Context: an optimization exercise on an open-source flow, tuned for small area and a short achievable clock period. The choices shown serve that exercise and are no tape-out recipe.
Only simulation tests tie the RTL to the original design; equivalence was not proved.
Power figures rest on the tool's default switching activity, not on a simulated workload.

## balance_cntrl
module balance_cntrl
# (parameter fast_sim=1)
(
input clk, rst_n,
input vld, pwr_up, rider_off,
input logic signed [15:0] ptch,
input logic signed [15:0] ptch_rt,
input logic [11:0] steer_pot,
input logic en_steer,
output logic signed [11:0] lft_spd,
output logic signed [11:0] rght_spd,
output logic too_fast
);
Size: ~1100 cells after synthesis, about 75 I/O pins, about 7900 um^2 of cells after synthesis.
Settings: LEC_CHECK=0, ABC_AREA=1, CAP_MARGIN=20, CORE_MARGIN=2, CORE_UTILIZATION=70, SLEW_MARGIN=20, TNS_END_PERCENT=0; clock period 35.0 ns.
standard.sh (not shown) runs the stock make flow with config.mk's settings and CLKGATE_MAP_FILE= SYNTH_SCRIPT=/design/flow/synth_recipe.tcl, a recipe that flattens the netlist after the stock synthesis.
==> flow/flow/run.sh <==
#!/bin/bash
# Layout flow: the standard synthesis, then an inverter clean-up around the
# full-adder cells (polarity.py) and a re-map of the remaining gates
# (remap.tcl, ABC area script), then the standard layout steps with plain
# buf_1 port buffers and a setup-repair target of MARGIN ns.
set -euo pipefail
MARGIN=9
R=orfs/results/sky130hd/balance_cntrl/base
bash standard.sh  synth > 1_standard_synth.log 2>&1
cp $R/1_2_yosys.v std_1_2_yosys.v
python3 flow/polarity.py std_1_2_yosys.v pol.v > 2_polarity.log 2>&1
export REMAP_LIB=$FLOW_HOME/platforms/sky130hd/lib/sky130_fd_sc_hd__tt_025C_1v80.lib
export REMAP_DONT_USE="$(sed -n '/DONT_USE_CELLS += /,/^$/p' $FLOW_HOME/platforms/sky130hd/config.mk | grep -o 'sky130_fd_sc_hd__[a-z0-9_]*' | tr '\n' ' ')"
STA=$(dirname $(command -v openroad))/sta
best=""; bestm=""
for s in flow/abc_*.script; do
  k=$(basename $s .script)
  REMAP_IN=pol.v REMAP_OUT=remap_$k.v REMAP_ABC_SCRIPT=$s yosys -c flow/remap.tcl > 3_remap_$k.log 2>&1 || continue
  PICK_NET=remap_$k.v PICK_LIB=$REMAP_LIB PICK_SDC=constraint.sdc $STA -no_init -exit flow/pick.tcl > 3_pick_$k.log 2>&1 || continue
  line=$(grep '^PICK' 3_pick_$k.log) || continue
  m=$(echo "$line" | awk '{print $3 * (37.5 - $5 * 1e9)}')
  echo "$k $line metric $m" >> 3_pick_summary.log
  if [ -z "$bestm" ] || awk "BEGIN {exit !($m < $bestm)}"; then best=$k; bestm=$m; fi
done
echo "chosen $best" >> 3_pick_summary.log
cp remap_$best.v remap.v
cp remap.v $R/1_2_yosys.v
rm -f $R/1_synth.odb $R/1_synth.sdc
ARGS=( "BUFFER_PORTS_ARGS=-buffer_cell sky130_fd_sc_hd__buf_1")
LATE=0
if [ "$LATE" = "1" ]; then
  # floorplan (and its first sizing pass) without the setup-repair target
  bash standard.sh "${ARGS[@]}" floorplan > 4_standard_floorplan.log 2>&1
fi
if [ "$MARGIN" != "none" ]; then
  ARGS+=("SETUP_SLACK_MARGIN=$MARGIN")
fi
bash standard.sh "${ARGS[@]}" finish > 4_standard_finish.log 2>&1
Other scripts of this flow, unchanged in this note and not shown: flow/flow/abc_a.script, flow/flow/abc_b.script, flow/flow/abc_c.script, flow/flow/abc_e.script, flow/flow/abc_f.script, flow/flow/pick.tcl, flow/flow/polarity.py, flow/flow/remap.tcl
Then changed:
--- a/flow/flow/run.sh
+++ b/flow/flow/run.sh
@@ -5,5 +5,5 @@
 # buf_1 port buffers and a setup-repair target of MARGIN ns.
 set -euo pipefail
-MARGIN=9
+MARGIN=10
 R=orfs/results/sky130hd/balance_cntrl/base
 bash standard.sh  synth > 1_standard_synth.log 2>&1
Settings changed: TNS_END_PERCENT 0 to unset.
Effect: The changed run ran to the end with no violations. Synthesized cell count stays the same. Clock-buffer cell count does not change. Final area rises by a few percent.
Then changed:
--- a/flow/flow/run.sh
+++ b/flow/flow/run.sh
@@ -5,5 +5,5 @@
 # buf_1 port buffers and a setup-repair target of MARGIN ns.
 set -euo pipefail
-MARGIN=10
+MARGIN=12
 R=orfs/results/sky130hd/balance_cntrl/base
 bash standard.sh  synth > 1_standard_synth.log 2>&1
@@ -28,9 +28,4 @@
 rm -f $R/1_synth.odb $R/1_synth.sdc
 ARGS=( "BUFFER_PORTS_ARGS=-buffer_cell sky130_fd_sc_hd__buf_1")
-LATE=0
-if [ "$LATE" = "1" ]; then
-  # floorplan (and its first sizing pass) without the setup-repair target
-  bash standard.sh "${ARGS[@]}" floorplan > 4_standard_floorplan.log 2>&1
-fi
 if [ "$MARGIN" != "none" ]; then
   ARGS+=("SETUP_SLACK_MARGIN=$MARGIN")
Settings changed: CORE_UTILIZATION 70 to 65.
Design area went up by 17%.
Core utilization went up by 5.5 points.
Clock-buffer cell count does not change.
Then changed:
--- a/flow/flow/run.sh
+++ b/flow/flow/run.sh
@@ -5,5 +5,5 @@
 # buf_1 port buffers and a setup-repair target of MARGIN ns.
 set -euo pipefail
-MARGIN=12
+MARGIN=9.5
 R=orfs/results/sky130hd/balance_cntrl/base
 bash standard.sh  synth > 1_standard_synth.log 2>&1
@@ -27,5 +27,10 @@
 cp remap.v $R/1_2_yosys.v
 rm -f $R/1_synth.odb $R/1_synth.sdc
-ARGS=( "BUFFER_PORTS_ARGS=-buffer_cell sky130_fd_sc_hd__buf_1")
+ARGS=( "BUFFER_PORTS_ARGS=-buffer_cell sky130_fd_sc_hd__buf_1" RECOVER_POWER=50)
+LATE=0
+if [ "$LATE" = "1" ]; then
+  # floorplan (and its first sizing pass) without the setup-repair target
+  bash standard.sh "${ARGS[@]}" floorplan > 4_standard_floorplan.log 2>&1
+fi
 if [ "$MARGIN" != "none" ]; then
   ARGS+=("SETUP_SLACK_MARGIN=$MARGIN")
Settings changed: CORE_UTILIZATION 65 to 70.
Result:
- Now the flow finished with max-capacitance violations, max-slew violations left
- total power fell by well over a third
- via count fell by roughly a tenth
- synthesized cell count is unchanged
- non-clock buffer count fell by 103
- first-iteration DRC count fell by a quarter to a third
- fmax fell slightly
- die area fell by a few percent
- critical path depth rose by 3
- core utilization fell by 7.8 points
- sequential power barely changes
- count of clock-buffer cells in the layout stays the same
Then changed:
--- a/flow/flow/run.sh
+++ b/flow/flow/run.sh
@@ -5,5 +5,5 @@
 # buf_1 port buffers and a setup-repair target of MARGIN ns.
 set -euo pipefail
-MARGIN=9.5
+MARGIN=10
 R=orfs/results/sky130hd/balance_cntrl/base
 bash standard.sh  synth > 1_standard_synth.log 2>&1
@@ -27,10 +27,5 @@
 cp remap.v $R/1_2_yosys.v
 rm -f $R/1_synth.odb $R/1_synth.sdc
-ARGS=( "BUFFER_PORTS_ARGS=-buffer_cell sky130_fd_sc_hd__buf_1" RECOVER_POWER=50)
-LATE=0
-if [ "$LATE" = "1" ]; then
-  # floorplan (and its first sizing pass) without the setup-repair target
-  bash standard.sh "${ARGS[@]}" floorplan > 4_standard_floorplan.log 2>&1
-fi
+ARGS=( "BUFFER_PORTS_ARGS=-buffer_cell sky130_fd_sc_hd__buf_1")
 if [ "$MARGIN" != "none" ]; then
   ARGS+=("SETUP_SLACK_MARGIN=$MARGIN")
Settings changed: CORE_UTILIZATION 70 to 55.
The changed run ran to the end with no violations.
Clock skew came out lower by 4.9 ps.
Wire length climbs by 1.2%.
Non-clock buffer count rose by 17.
Clock-buffer cell count is unchanged.
Total power increases by 15%.
Worst setup slack improved by 400 ps.
Synthesized cell count is unchanged.
Then changed:
--- a/flow/flow/run.sh
+++ b/flow/flow/run.sh
@@ -5,5 +5,5 @@
 # buf_1 port buffers and a setup-repair target of MARGIN ns.
 set -euo pipefail
-MARGIN=10
+MARGIN=11
 R=orfs/results/sky130hd/balance_cntrl/base
 bash standard.sh  synth > 1_standard_synth.log 2>&1
Settings changed: CORE_UTILIZATION 55 to 75.
With this change the flow never finished: it broke off in global routing (5_1_grt) on GRT-0232.
Synthesized cell count stays the same.
Synthesized area is unchanged.

-- port drivers added, routing unchanged --
No port has a modelled driver above. Below, the same layouts with a new extraction and two added sets of constraints. Step 1 (the two cells are an assumption about what drives the block):
set clk [get_ports {clk}]
set_driving_cell -lib_cell sky130_fd_sc_hd__clkbuf_16 $clk
set_driving_cell -lib_cell sky130_fd_sc_hd__buf_2 [delete_from_list [all_inputs] $clk]
Step 2 times the ports against the registers' clock, not the clock port: input delays grow and output delays shrink by t, the midpoint of the rising clock arrivals with the driver on. Three values: no drivers, after step 1, after step 2; two values: the first two.
run	t, ns	slack for setup (ns)	hold WS [ns]	slew at the worst register clock pin (ns)	worst slew at a driven data input, ns
the first run	0.316	9.831 / 9.806 / 9.806	0.522 / 0.522 / 0.522	0.09 / 0.09	0.03
the second run	0.316	10.490 / 10.471 / 10.471	0.525 / 0.525 / 0.525	0.08 / 0.08	0.04
the third run	0.310	10.681 / 10.643 / 10.643	0.514 / 0.514 / 0.514	0.06 / 0.06	0.05
the fourth run	0.313	10.246 / 10.220 / 10.220	0.523 / 0.523 / 0.523	0.08 / 0.08	0.03
the fifth run	0.314	10.645 / 10.623 / 10.623	0.508 / 0.508 / 0.508	0.06 / 0.06	0.03
For the third run, which loses most, drivers alone change the setup slack by -0.038 ns; drivers and shift together by -0.038 ns.
